From an optimization exercise on the open Yosys and OpenROAD flow, aimed at small area and a short achievable clock period; shortcuts taken in it are not production practice. In this exercise RTL edits were held to simulation tests only and were not proved equivalent to the original. The clock input has no modelled driver; a real chip could not lean on it and would need a root buffer or a full tree.

==> inputs of 06-18 <==
## decryptor
module decryptor #(
    parameter N = 3233,         
    parameter d = 2753          
)(
    input  wire         clk,
    input  wire         reset,
    input  wire [15:0]  encrypted_char,
    output reg  [7:0]   decrypted_char
);
Settings: LEC_CHECK=0, CAP_MARGIN=20, CORE_MARGIN=2, CORE_UTILIZATION=40, CTS_BUF_LIST=sky130_fd_sc_hd__clkbuf_4 sky130_fd_sc_hd__clkbuf_8, CTS_CLUSTER_SIZE=40, SLEW_MARGIN=20; clock period 40.0 ns.
standard.sh (not shown) runs the stock make flow with config.mk's settings and CLKGATE_MAP_FILE= SYNTH_SCRIPT=/design/flow/synth_recipe.tcl, a recipe that flattens the netlist after the stock synthesis.
==> flow/flow/run.sh <==
#!/bin/bash
# Own layout flow: the standard flow (standard.sh) with these changes:
#  * synthesis is the standard flow's script (registers are mapped exactly as there), but:
#    - no full/half-adder extraction and no Kogge-Stone adder map, so ABC sees all the logic;
#    - ABC maps the logic fed by encrypted_char with ORFS's delay-oriented script and the rest
#      with an area-oriented script (flow/abc_split.tcl, flow/area.abc);
#  * ports are buffered with sky130_fd_sc_hd__buf_1 instead of the default buffer;
#  * after ORFS's CTS, the clock tree is rebuilt flat (flow/clock.tcl): the clock port drives
#    a few buffers of one type, each driving one group of registers.
# Logs: standard_make.log and standard_make2.log (make), clock.log, and orfs/logs/.
set -euo pipefail
W=$PWD
F=$W/flow
sed -e "s|^  log_cmd abc {\*}\$abc_args\$|  set ::own_flow_dir $F\n  source $F/abc_split.tcl|" \
    "$FLOW_HOME/scripts/synth.tcl" > "$W/own_synth.tcl"
grep -q "abc_split.tcl" "$W/own_synth.tcl"
sed -e "s|\$::env(SCRIPTS_DIR)/synth.tcl|$W/own_synth.tcl|" "$W/synth_recipe.tcl" > "$W/own_synth_recipe.tcl"
grep -q "own_synth.tcl" "$W/own_synth_recipe.tcl"
STD=(bash "$W/standard.sh" "SYNTH_SCRIPT=$W/own_synth_recipe.tcl" ADDER_MAP_FILE= SYNTH_OPERATIONS_ARGS=-booth
     "BUFFER_PORTS_ARGS=-buffer_cell sky130_fd_sc_hd__buf_1")
"${STD[@]}" cts > "$W/standard_make.log" 2>&1
export RESULTS_DIR=$W/orfs/results/$FLOW_PLATFORM/decryptor/base
export PLATFORM_DIR=$FLOW_HOME/platforms/$FLOW_PLATFORM
export LIB_FILES=$PLATFORM_DIR/lib/sky130_fd_sc_hd__tt_025C_1v80.lib
export OWN_CLOCK_BUFFERS=2 OWN_CLOCK_CELL=sky130_fd_sc_hd__clkbuf_16
openroad -no_init -exit "$F/clock.tcl" > "$W/clock.log" 2>&1
"${STD[@]}" finish > "$W/standard_make2.log" 2>&1
==> flow/flow/abc_split.tcl <==
# Sourced by the own synthesis in place of ORFS's single ABC call.
# The logic fed by encrypted_char (the change detector and the state update, up to the first
# registers) is mapped with ORFS's own delay-oriented script and arguments; all other logic is
# mapped with the area-oriented script flow/area.abc.
set speed_args $abc_args
set area_args [list -script $::own_flow_dir/area.abc {*}$lib_args {*}$lib_dont_use_args]
select -set incone w:encrypted_char %co*:-sky130_fd_sc_hd__dfrtp_1:-sky130_fd_sc_hd__dfxtp_1
select -list @incone
log_cmd abc {*}$speed_args @incone
log_cmd abc {*}$area_args
==> flow/flow/clock.tcl <==
# Replaces the clock tree that ORFS's CTS built with a flat one: the clock port drives
# NBUF buffers directly, and each buffer drives the clock pins of one group of registers
# (registers grouped by position). All registers still get the clock through exactly one
# buffer of the same type, so their clock arrival times stay matched.
set nbuf $::env(OWN_CLOCK_BUFFERS)
set bufcell $::env(OWN_CLOCK_CELL)
read_liberty $::env(LIB_FILES)
read_db $::env(RESULTS_DIR)/4_cts.odb
read_sdc $::env(RESULTS_DIR)/4_cts.sdc
source $::env(PLATFORM_DIR)/setRC.tcl
set db [ord::get_db]
set block [ord::get_db_block]
set clk [$block findNet clk]
# registers' clock pins
set sinks {}
foreach inst [$block getInsts] {
  set m [$inst getMaster]
  if {[$m isSequential]} {
    foreach it [$inst getITerms] {
      if {[[$it getMTerm] getSigType] eq "CLOCK" || [[$it getMTerm] getName] eq "CLK"} { lappend sinks $it }
    }
  }
}
puts "clock sinks: [llength $sinks]"
# remove CTS's buffers and dummy loads, and their nets
set removed 0
foreach inst [$block getInsts] {
  set name [$inst getName]
  if {[string match clkbuf_* $name] || [string match clkload* $name]} {
    odb::dbInst_destroy $inst
    incr removed
  }
}
foreach net [$block getNets] {
  if {[string match clknet_* [$net getName]]} { odb::dbNet_destroy $net }
}
puts "removed $removed CTS cells"
# group sinks by x position
set keyed {}
foreach it $sinks {
  set bb [[$it getInst] getBBox]
  lappend keyed [list [expr {([$bb xMin] + [$bb xMax]) / 2}] [expr {([$bb yMin] + [$bb yMax]) / 2}] $it]
}
set keyed [lsort -integer -index 0 $keyed]
set n [llength $keyed]
set master [$db findMaster $bufcell]
for {set g 0} {$g < $nbuf} {incr g} {
  set lo [expr {$g * $n / $nbuf}]
  set hi [expr {($g + 1) * $n / $nbuf - 1}]
  set net [odb::dbNet_create $block clknet_flat_$g]
  $net setSigType CLOCK
  set buf [odb::dbInst_create $block $master clkbuf_flat_$g]
  [$buf findITerm A] connect $clk
  [$buf findITerm X] connect $net
  set sx 0; set sy 0
  foreach e [lrange $keyed $lo $hi] {
    lassign $e x y it
    $it disconnect
    $it connect $net
    incr sx $x; incr sy $y
  }
  set cnt [expr {$hi - $lo + 1}]
  $buf setLocation [expr {$sx / $cnt}] [expr {$sy / $cnt}]
  $buf setPlacementStatus PLACED
  puts "buffer $g: $cnt sinks"
}
detailed_placement
check_placement -verbose
set_propagated_clock [all_clocks]
estimate_parasitics -placement
report_clock_latency
report_checks -path_delay max -group_path_count 3 -format end
report_checks -path_delay min -group_path_count 3 -format end
write_db $::env(RESULTS_DIR)/4_cts.odb
Other scripts of this flow, unchanged in this note and not shown: flow/flow/area.abc
==> inputs of 04-10, as changes to 06-18 <==
--- a/flow/flow/run.sh
+++ b/flow/flow/run.sh
@@ -4,7 +4,8 @@
 #    - no full/half-adder extraction and no Kogge-Stone adder map, so ABC sees all the logic;
-#    - ABC maps the logic fed by encrypted_char with ORFS's delay-oriented script and the rest
-#      with an area-oriented script (flow/abc_split.tcl, flow/area.abc);
+#    - ABC maps the logic from encrypted_char to the state register with ORFS's delay-oriented
+#      script and the rest with an area-oriented script (flow/abc_split.tcl, flow/area.abc);
 #  * ports are buffered with sky130_fd_sc_hd__buf_1 instead of the default buffer;
 #  * after ORFS's CTS, the clock tree is rebuilt flat (flow/clock.tcl): the clock port drives
-#    a few buffers of one type, each driving one group of registers.
+#    a few buffers of one type, each driving one group of registers; then gates on paths with
+#    less than OWN_SETUP_MARGIN ns of setup slack are resized.
 # Logs: standard_make.log and standard_make2.log (make), clock.log, and orfs/logs/.
@@ -24,3 +25,3 @@
 export LIB_FILES=$PLATFORM_DIR/lib/sky130_fd_sc_hd__tt_025C_1v80.lib
-export OWN_CLOCK_BUFFERS=2 OWN_CLOCK_CELL=sky130_fd_sc_hd__clkbuf_16
+export OWN_CLOCK_BUFFERS=2 OWN_CLOCK_CELL=sky130_fd_sc_hd__clkbuf_16 OWN_SETUP_MARGIN=31.3
 openroad -no_init -exit "$F/clock.tcl" > "$W/clock.log" 2>&1
==> flow/flow/abc_split.tcl (replaced) <==
# Sourced by the own synthesis in place of ORFS's single ABC call.
# The logic from encrypted_char to the state register (the change detector) is mapped with
# ORFS's own delay-oriented script and arguments; all other logic is mapped with the
# area-oriented script flow/area.abc.
set speed_args $abc_args
set area_args [list -script $::own_flow_dir/area.abc {*}$lib_args {*}$lib_dont_use_args]
set own_ffs "-sky130_fd_sc_hd__dfrtp_1:-sky130_fd_sc_hd__dfxtp_1"
select -set own_from_in w:encrypted_char %co*:$own_ffs
select -set own_state_ffs w:state %ci1 c:* %i
select -set own_to_state @own_state_ffs %ci1:+sky130_fd_sc_hd__dfrtp_1\[D\] %ci*:$own_ffs
select -set own_cone @own_from_in @own_to_state %i c:* %i
log "own flow: [llength [split [string trim [tee -q -s result.string select -list @own_cone]] "\n"]] cells in the delay-mapped cone"
log_cmd abc {*}$speed_args @own_cone
log_cmd abc {*}$area_args
--- a/flow/flow/clock.tcl
+++ b/flow/flow/clock.tcl
@@ -70,2 +70,10 @@
 estimate_parasitics -placement
+# Resize gates (no buffering) on the paths whose setup slack is under OWN_SETUP_MARGIN ns.
+# Only the design's own SDC is used; the margin just sets how far the sizing goes.
+if {[info exists ::env(OWN_SETUP_MARGIN)]} {
+  repair_timing -setup -setup_margin $::env(OWN_SETUP_MARGIN) -sequence "sizeup,swap" -verbose
+  detailed_placement
+  check_placement -verbose
+  estimate_parasitics -placement
+}
 report_clock_latency
==> comparison <==
Fmax is about the same in 04-10 and 06-18.
Between 06-18 and 04-10, the lower sequential share of layout area is in 06-18 (gap 0.45 points).
In critical path depth, 06-18 and 04-10 do not differ.
In 04-10 the first-iteration DRC count is smaller than in 06-18, by about 20%.
In 04-10 the die area is lower than in 06-18, by about 2.8%.
In utilization, 06-18 and 04-10 hardly differ.
Between 04-10 and 06-18, the lower clock skew is in 04-10 (gap 0.0071 ns).
Via count: 04-10 is larger than 06-18 (1.2%).
In 04-10 the routed wire length is smaller than in 06-18, by about 2%.
In every run of this note, the design's own scripts or RTL, not TritonCTS, make the clock network.

* * *

==> run R <==
==> flow/design.v <==
module decryptor #(
    parameter N = 3233,         
    parameter d = 2753          
)(
    input  wire         clk,
    input  wire         reset,
    input  wire [15:0]  encrypted_char,
    output reg  [7:0]   decrypted_char
);
    function [5:0] t61;
        input [5:0] x;
        case (x)
            6'd0: t61 = 6'd0;
            6'd1: t61 = 6'd38;
            6'd2: t61 = 6'd47;
            6'd3: t61 = 6'd50;
            6'd4: t61 = 6'd18;
            6'd5: t61 = 6'd51;
            6'd6: t61 = 6'd49;
            6'd7: t61 = 6'd25;
            6'd8: t61 = 6'd3;
            6'd9: t61 = 6'd8;
            6'd10: t61 = 6'd39;
            6'd11: t61 = 6'd52;
            6'd12: t61 = 6'd59;
            6'd13: t61 = 6'd17;
            6'd14: t61 = 6'd55;
            6'd15: t61 = 6'd35;
            6'd16: t61 = 6'd31;
            6'd17: t61 = 6'd46;
            6'd18: t61 = 6'd42;
            6'd19: t61 = 6'd40;
            6'd20: t61 = 6'd37;
            6'd21: t61 = 6'd4;
            6'd22: t61 = 6'd29;
            6'd23: t61 = 6'd34;
            6'd24: t61 = 6'd20;
            6'd25: t61 = 6'd54;
            6'd26: t61 = 6'd13;
            6'd27: t61 = 6'd33;
            6'd28: t61 = 6'd60;
            6'd29: t61 = 6'd5;
            6'd30: t61 = 6'd16;
            6'd31: t61 = 6'd45;
            6'd32: t61 = 6'd56;
            6'd33: t61 = 6'd1;
            6'd34: t61 = 6'd28;
            6'd35: t61 = 6'd48;
            6'd36: t61 = 6'd7;
            6'd37: t61 = 6'd41;
            6'd38: t61 = 6'd27;
            6'd39: t61 = 6'd32;
            6'd40: t61 = 6'd57;
            6'd41: t61 = 6'd24;
            6'd42: t61 = 6'd21;
            6'd43: t61 = 6'd19;
            6'd44: t61 = 6'd15;
            6'd45: t61 = 6'd30;
            6'd46: t61 = 6'd26;
            6'd47: t61 = 6'd6;
            6'd48: t61 = 6'd44;
            6'd49: t61 = 6'd2;
            6'd50: t61 = 6'd9;
            6'd51: t61 = 6'd22;
            6'd52: t61 = 6'd53;
            6'd53: t61 = 6'd58;
            6'd54: t61 = 6'd36;
            6'd55: t61 = 6'd12;
            6'd56: t61 = 6'd10;
            6'd57: t61 = 6'd43;
            6'd58: t61 = 6'd11;
            6'd59: t61 = 6'd14;
            6'd60: t61 = 6'd23;
            default: t61 = 6'd0;
        endcase
    endfunction
    function [5:0] b53;
        input [5:0] x;
        case (x)
            6'd0: b53 = 6'd0;
            6'd1: b53 = 6'd1;
            6'd2: b53 = 6'd20;
            6'd3: b53 = 6'd2;
            6'd4: b53 = 6'd29;
            6'd5: b53 = 6'd14;
            6'd6: b53 = 6'd40;
            6'd7: b53 = 6'd17;
            6'd8: b53 = 6'd50;
            6'd9: b53 = 6'd4;
            6'd10: b53 = 6'd15;
            6'd11: b53 = 6'd9;
            6'd12: b53 = 6'd5;
            6'd13: b53 = 6'd42;
            6'd14: b53 = 6'd22;
            6'd15: b53 = 6'd28;
            6'd16: b53 = 6'd46;
            6'd17: b53 = 6'd43;
            6'd18: b53 = 6'd27;
            6'd19: b53 = 6'd41;
            6'd20: b53 = 6'd35;
            6'd21: b53 = 6'd34;
            6'd22: b53 = 6'd21;
            6'd23: b53 = 6'd23;
            6'd24: b53 = 6'd47;
            6'd25: b53 = 6'd37;
            6'd26: b53 = 6'd45;
            6'd27: b53 = 6'd8;
            6'd28: b53 = 6'd16;
            6'd29: b53 = 6'd6;
            6'd30: b53 = 6'd30;
            6'd31: b53 = 6'd32;
            6'd32: b53 = 6'd19;
            6'd33: b53 = 6'd18;
            6'd34: b53 = 6'd12;
            6'd35: b53 = 6'd26;
            6'd36: b53 = 6'd10;
            6'd37: b53 = 6'd7;
            6'd38: b53 = 6'd25;
            6'd39: b53 = 6'd31;
            6'd40: b53 = 6'd11;
            6'd41: b53 = 6'd48;
            6'd42: b53 = 6'd44;
            6'd43: b53 = 6'd38;
            6'd44: b53 = 6'd49;
            6'd45: b53 = 6'd3;
            6'd46: b53 = 6'd36;
            6'd47: b53 = 6'd13;
            6'd48: b53 = 6'd39;
            6'd49: b53 = 6'd24;
            6'd50: b53 = 6'd51;
            6'd51: b53 = 6'd33;
            6'd52: b53 = 6'd52;
            default: b53 = 6'd0;
        endcase
    endfunction
    function [5:0] u53;
        input [5:0] x;
        case (x)
            6'd0: u53 = 6'd0;
            6'd1: u53 = 6'd38;
            6'd2: u53 = 6'd28;
            6'd3: u53 = 6'd15;
            6'd4: u53 = 6'd4;
            6'd5: u53 = 6'd44;
            6'd6: u53 = 6'd56;
            6'd7: u53 = 6'd36;
            6'd8: u53 = 6'd9;
            6'd9: u53 = 6'd30;
            6'd10: u53 = 6'd21;
            6'd11: u53 = 6'd37;
            6'd12: u53 = 6'd7;
            6'd13: u53 = 6'd10;
            6'd14: u53 = 6'd43;
            6'd15: u53 = 6'd27;
            6'd16: u53 = 6'd40;
            6'd17: u53 = 6'd48;
            6'd18: u53 = 6'd50;
            6'd19: u53 = 6'd33;
            6'd20: u53 = 6'd49;
            6'd21: u53 = 6'd11;
            6'd22: u53 = 6'd5;
            6'd23: u53 = 6'd20;
            6'd24: u53 = 6'd17;
            6'd25: u53 = 6'd3;
            6'd26: u53 = 6'd2;
            6'd27: u53 = 6'd60;
            6'd28: u53 = 6'd59;
            6'd29: u53 = 6'd45;
            6'd30: u53 = 6'd42;
            6'd31: u53 = 6'd57;
            6'd32: u53 = 6'd51;
            6'd33: u53 = 6'd13;
            6'd34: u53 = 6'd29;
            6'd35: u53 = 6'd12;
            6'd36: u53 = 6'd14;
            6'd37: u53 = 6'd22;
            6'd38: u53 = 6'd35;
            6'd39: u53 = 6'd19;
            6'd40: u53 = 6'd52;
            6'd41: u53 = 6'd55;
            6'd42: u53 = 6'd25;
            6'd43: u53 = 6'd41;
            6'd44: u53 = 6'd32;
            6'd45: u53 = 6'd53;
            6'd46: u53 = 6'd26;
            6'd47: u53 = 6'd6;
            6'd48: u53 = 6'd18;
            6'd49: u53 = 6'd58;
            6'd50: u53 = 6'd47;
            6'd51: u53 = 6'd34;
            6'd52: u53 = 6'd24;
            default: u53 = 6'd0;
        endcase
    endfunction
    reg  [3:0]  state;
    reg  [15:0] input_buffer;
    reg  [5:0]  r61, r53;       
    wire idle = (state == 4'd0);
    wire done = (state == 4'd13);
    wire accept = idle & (encrypted_char != input_buffer);
    wire tap = input_buffer[11];
    wire [6:0] s61 = {r61, tap};
    wire [6:0] s53 = {r53, tap};
    wire [5:0] n61 = (s61 >= 7'd61) ? s61 - 7'd61 : s61[5:0];
    wire [5:0] n53 = (s53 >= 7'd53) ? s53 - 7'd53 : s53[5:0];
    wire [5:0] tb = t61(r61);
    wire [5:0] bb = b53(r53);
    wire [5:0] ub = u53(r53);
    wire [6:0] df = {1'b0, tb} - {1'b0, ub};
    wire [5:0] h  = df[6] ? df[5:0] + 6'd61 : df[5:0];
    wire [7:0] x  = {2'b0, bb} + h * 8'd53;
    always @(posedge clk or posedge reset) begin
        if (reset) begin
            state <= 4'd0;
            input_buffer <= 16'd0;
            decrypted_char <= 8'd0;
        end else begin
            if (idle) begin
                input_buffer <= encrypted_char;
                state <= {3'b0, accept};
            end else begin
                input_buffer <= {input_buffer[15:13], input_buffer[11:0], input_buffer[12]};
                state <= done ? 4'd0 : state + 4'd1;
            end
            if (done)
                decrypted_char <= x;
        end
    end
    always @(posedge clk) begin
        if (idle) begin
            r61 <= {2'b0, encrypted_char[15:12]};
            r53 <= {2'b0, encrypted_char[15:12]};
        end else begin
            r61 <= n61;
            r53 <= n53;
        end
    end
endmodule
==> flow/flow/run.sh <==
#!/bin/bash
# Own layout flow: the standard flow (standard.sh) with two changes:
#  * synthesis is the standard flow's script, but ABC maps with an area-oriented script (flow/area.abc)
#    instead of ORFS's delay-oriented one; registers are mapped exactly as before;
#  * no full/half-adder extraction and no Kogge-Stone adder map in synthesis, so ABC sees and
#    optimises all of the logic;
#  * ports are buffered with sky130_fd_sc_hd__buf_1 instead of the default buffer.
set -euo pipefail
W=$PWD
F=$W/flow
# ORFS synth.tcl with abc_args replaced right after the preamble that sets them
sed -e "s|^source \$::env(SCRIPTS_DIR)/synth_preamble.tcl\$|&\nset abc_args [list -script $F/area.abc {*}\$lib_args {*}\$lib_dont_use_args]|" \
    "$FLOW_HOME/scripts/synth.tcl" > "$W/own_synth.tcl"
grep -q "area.abc" "$W/own_synth.tcl"
sed -e "s|\$::env(SCRIPTS_DIR)/synth.tcl|$W/own_synth.tcl|" "$W/synth_recipe.tcl" > "$W/own_synth_recipe.tcl"
grep -q "own_synth.tcl" "$W/own_synth_recipe.tcl"
bash "$W/standard.sh" "SYNTH_SCRIPT=$W/own_synth_recipe.tcl" ADDER_MAP_FILE= SYNTH_OPERATIONS_ARGS=-booth \
    "BUFFER_PORTS_ARGS=-buffer_cell sky130_fd_sc_hd__buf_1" finish > "$W/standard_make.log" 2>&1
==> flow/flow/area.abc <==
strash
&get -n
&deepsyn -T 20
&put
dch -f
amap
topo
==> flow/standard.sh <==
#!/bin/bash
# synth_recipe.tcl (not shown) runs the flow's synth.tcl, then flattens the netlist and writes it again
# the make line also repeats each setting of config.mk as NAME=value (left out here)
make -C /OpenROAD-flow-scripts/flow DESIGN_CONFIG=/design/flow/config.mk WORK_HOME=/design/flow/orfs CLKGATE_MAP_FILE= SYNTH_SCRIPT=/design/flow/synth_recipe.tcl "${@:-finish}"
==> flow/config.mk <==
export PLATFORM = sky130hd
export DESIGN_NAME = decryptor
export DESIGN_NICKNAME = decryptor
export VERILOG_FILES = /design/flow/design.v
export SDC_FILE = /design/flow/constraint.sdc
export NUM_CORES = 4
export LEC_CHECK = 0
export CAP_MARGIN = 20
export CORE_MARGIN = 2
export CORE_UTILIZATION = 40
export CTS_BUF_LIST = sky130_fd_sc_hd__clkbuf_4 sky130_fd_sc_hd__clkbuf_8
export CTS_CLUSTER_SIZE = 40
export SLEW_MARGIN = 20
==> flow/constraint.sdc <==
create_clock -name core_clock -period 40.0 [get_ports {clk}]
set_input_delay 8.0000 -clock core_clock [delete_from_list [all_inputs] [get_ports {clk}]]
set_output_delay 8.0000 -clock core_clock [all_outputs]
set_load 0.01 [all_outputs]
==> run Y: changes against run R <==
==> flow/flow/area.abc (replaced) <==
strash
&get -n
&deepsyn -T 20
&put
dch -f
map -a
topo
--- a/flow/config.mk
+++ b/flow/config.mk
@@ -9,5 +9,3 @@
 export CORE_MARGIN = 2
 export CORE_UTILIZATION = 40
-export CTS_BUF_LIST = sky130_fd_sc_hd__clkbuf_4 sky130_fd_sc_hd__clkbuf_8
-export CTS_CLUSTER_SIZE = 40
 export SLEW_MARGIN = 20
==> run Z: changes against run R <==
==> flow/run.sh (new file) <==
#!/bin/bash
# synth_recipe.tcl (not shown) runs the flow's synth.tcl, then flattens the netlist and writes it again
# the make line also repeats each setting of config.mk as NAME=value (left out here)
make -C /OpenROAD-flow-scripts/flow DESIGN_CONFIG=/design/flow/config.mk WORK_HOME=/design/flow/orfs CLKGATE_MAP_FILE= SYNTH_SCRIPT=/design/flow/synth_recipe.tcl finish
--- a/flow/config.mk
+++ b/flow/config.mk
@@ -9,5 +9,3 @@
 export CORE_MARGIN = 2
 export CORE_UTILIZATION = 40
-export CTS_BUF_LIST = sky130_fd_sc_hd__clkbuf_4 sky130_fd_sc_hd__clkbuf_8
-export CTS_CLUSTER_SIZE = 40
 export SLEW_MARGIN = 20
removed: flow/flow/run.sh
removed: flow/flow/area.abc
removed: flow/standard.sh
==> flow_summary.toml <==
[outcome]
status = "complete, no violations"

[yosys]
synth_fa_ha_area_share_pct = 0.581
yosysSeqAreaShare_pct = 27.3
yosysMostFrequentCell = "nor2_1"
synthesis.nets = 577

[setup_path]
end_kind = "output pin"

[sta]
holdWs_ps = 515
skew_ps = 8.06
period_needed_ps = 8820

[finish]
syn2layout_area_growth_pct = 9.33
bufAreaShareNonClock_pct = 2.69
# the run above: run Y

==> flow_summary.toml <==
[outcome]
status = "complete, no violations"

[finish]
num-nonclk-inverters = 56
bufAreaShareNonClock_pct = 2.78
antenna_cells = 0

[yosys]
yosysMostFrequentCell = "nor2_1"
synthesis.nets = 536
yosysSeqAreaShare_pct = 28.7
synth_fa_ha_area_share_pct = 0

[sta]
holdWs_ps = 488
skew_ps = 10.6

[setup_path]
end_kind = "flip-flop"
# the run above: run R

==> flow_summary.toml <==
[finish]
syn2layout_area_growth_pct = 9.62

[sta]
skew_ps = 7.58
holdWs_ps = 483
period_needed_ps = 9170

[outcome]
status = "complete, no violations"

[yosys]
yosysMostFrequentCell = "nand2_1"
synth_fa_ha_area_share_pct = 16.4
synthesis.nets = 720
# the run above: run Z

==> separate check: timing with driven ports <==
The results above use ideal ports. As a check the final layouts listed here were re-extracted and re-timed, cells and wires unchanged. Step 1, drivers: a clkbuf_16 drives clk and a buf_2 each remaining input, both assumed. Step 2 adds t to the input delays and takes it off the output delays; t is the mean of the earliest and latest rising clock arrival at the registers after step 1. Input paths then give back, and output paths get back, about the clock's delay inside the block. a / b / c = ideal ports / drivers / drivers and shift; a / b = the first two.
run | t, ns | setup slack, ns | worst register clock-pin slew, ns
06-18 | 0.193 | 31.279 / 31.282 / 31.109 | 0.09 / 0.09
04-10 | 0.198 | 31.262 / 31.281 / 31.083 | 0.09 / 0.09
run R | 0.314 | 31.080 / 31.086 / 30.772 | 0.08 / 0.08
run Y | 0.333 | 31.177 / 31.148 / 30.930 | 0.08 / 0.08
run Z | 0.319 | 30.833 / 30.796 / 30.555 | 0.06 / 0.06
After both steps every run listed still meets setup and hold. For run R, which loses most, drivers alone change the setup slack by +0.006 ns; drivers and shift together by -0.308 ns.
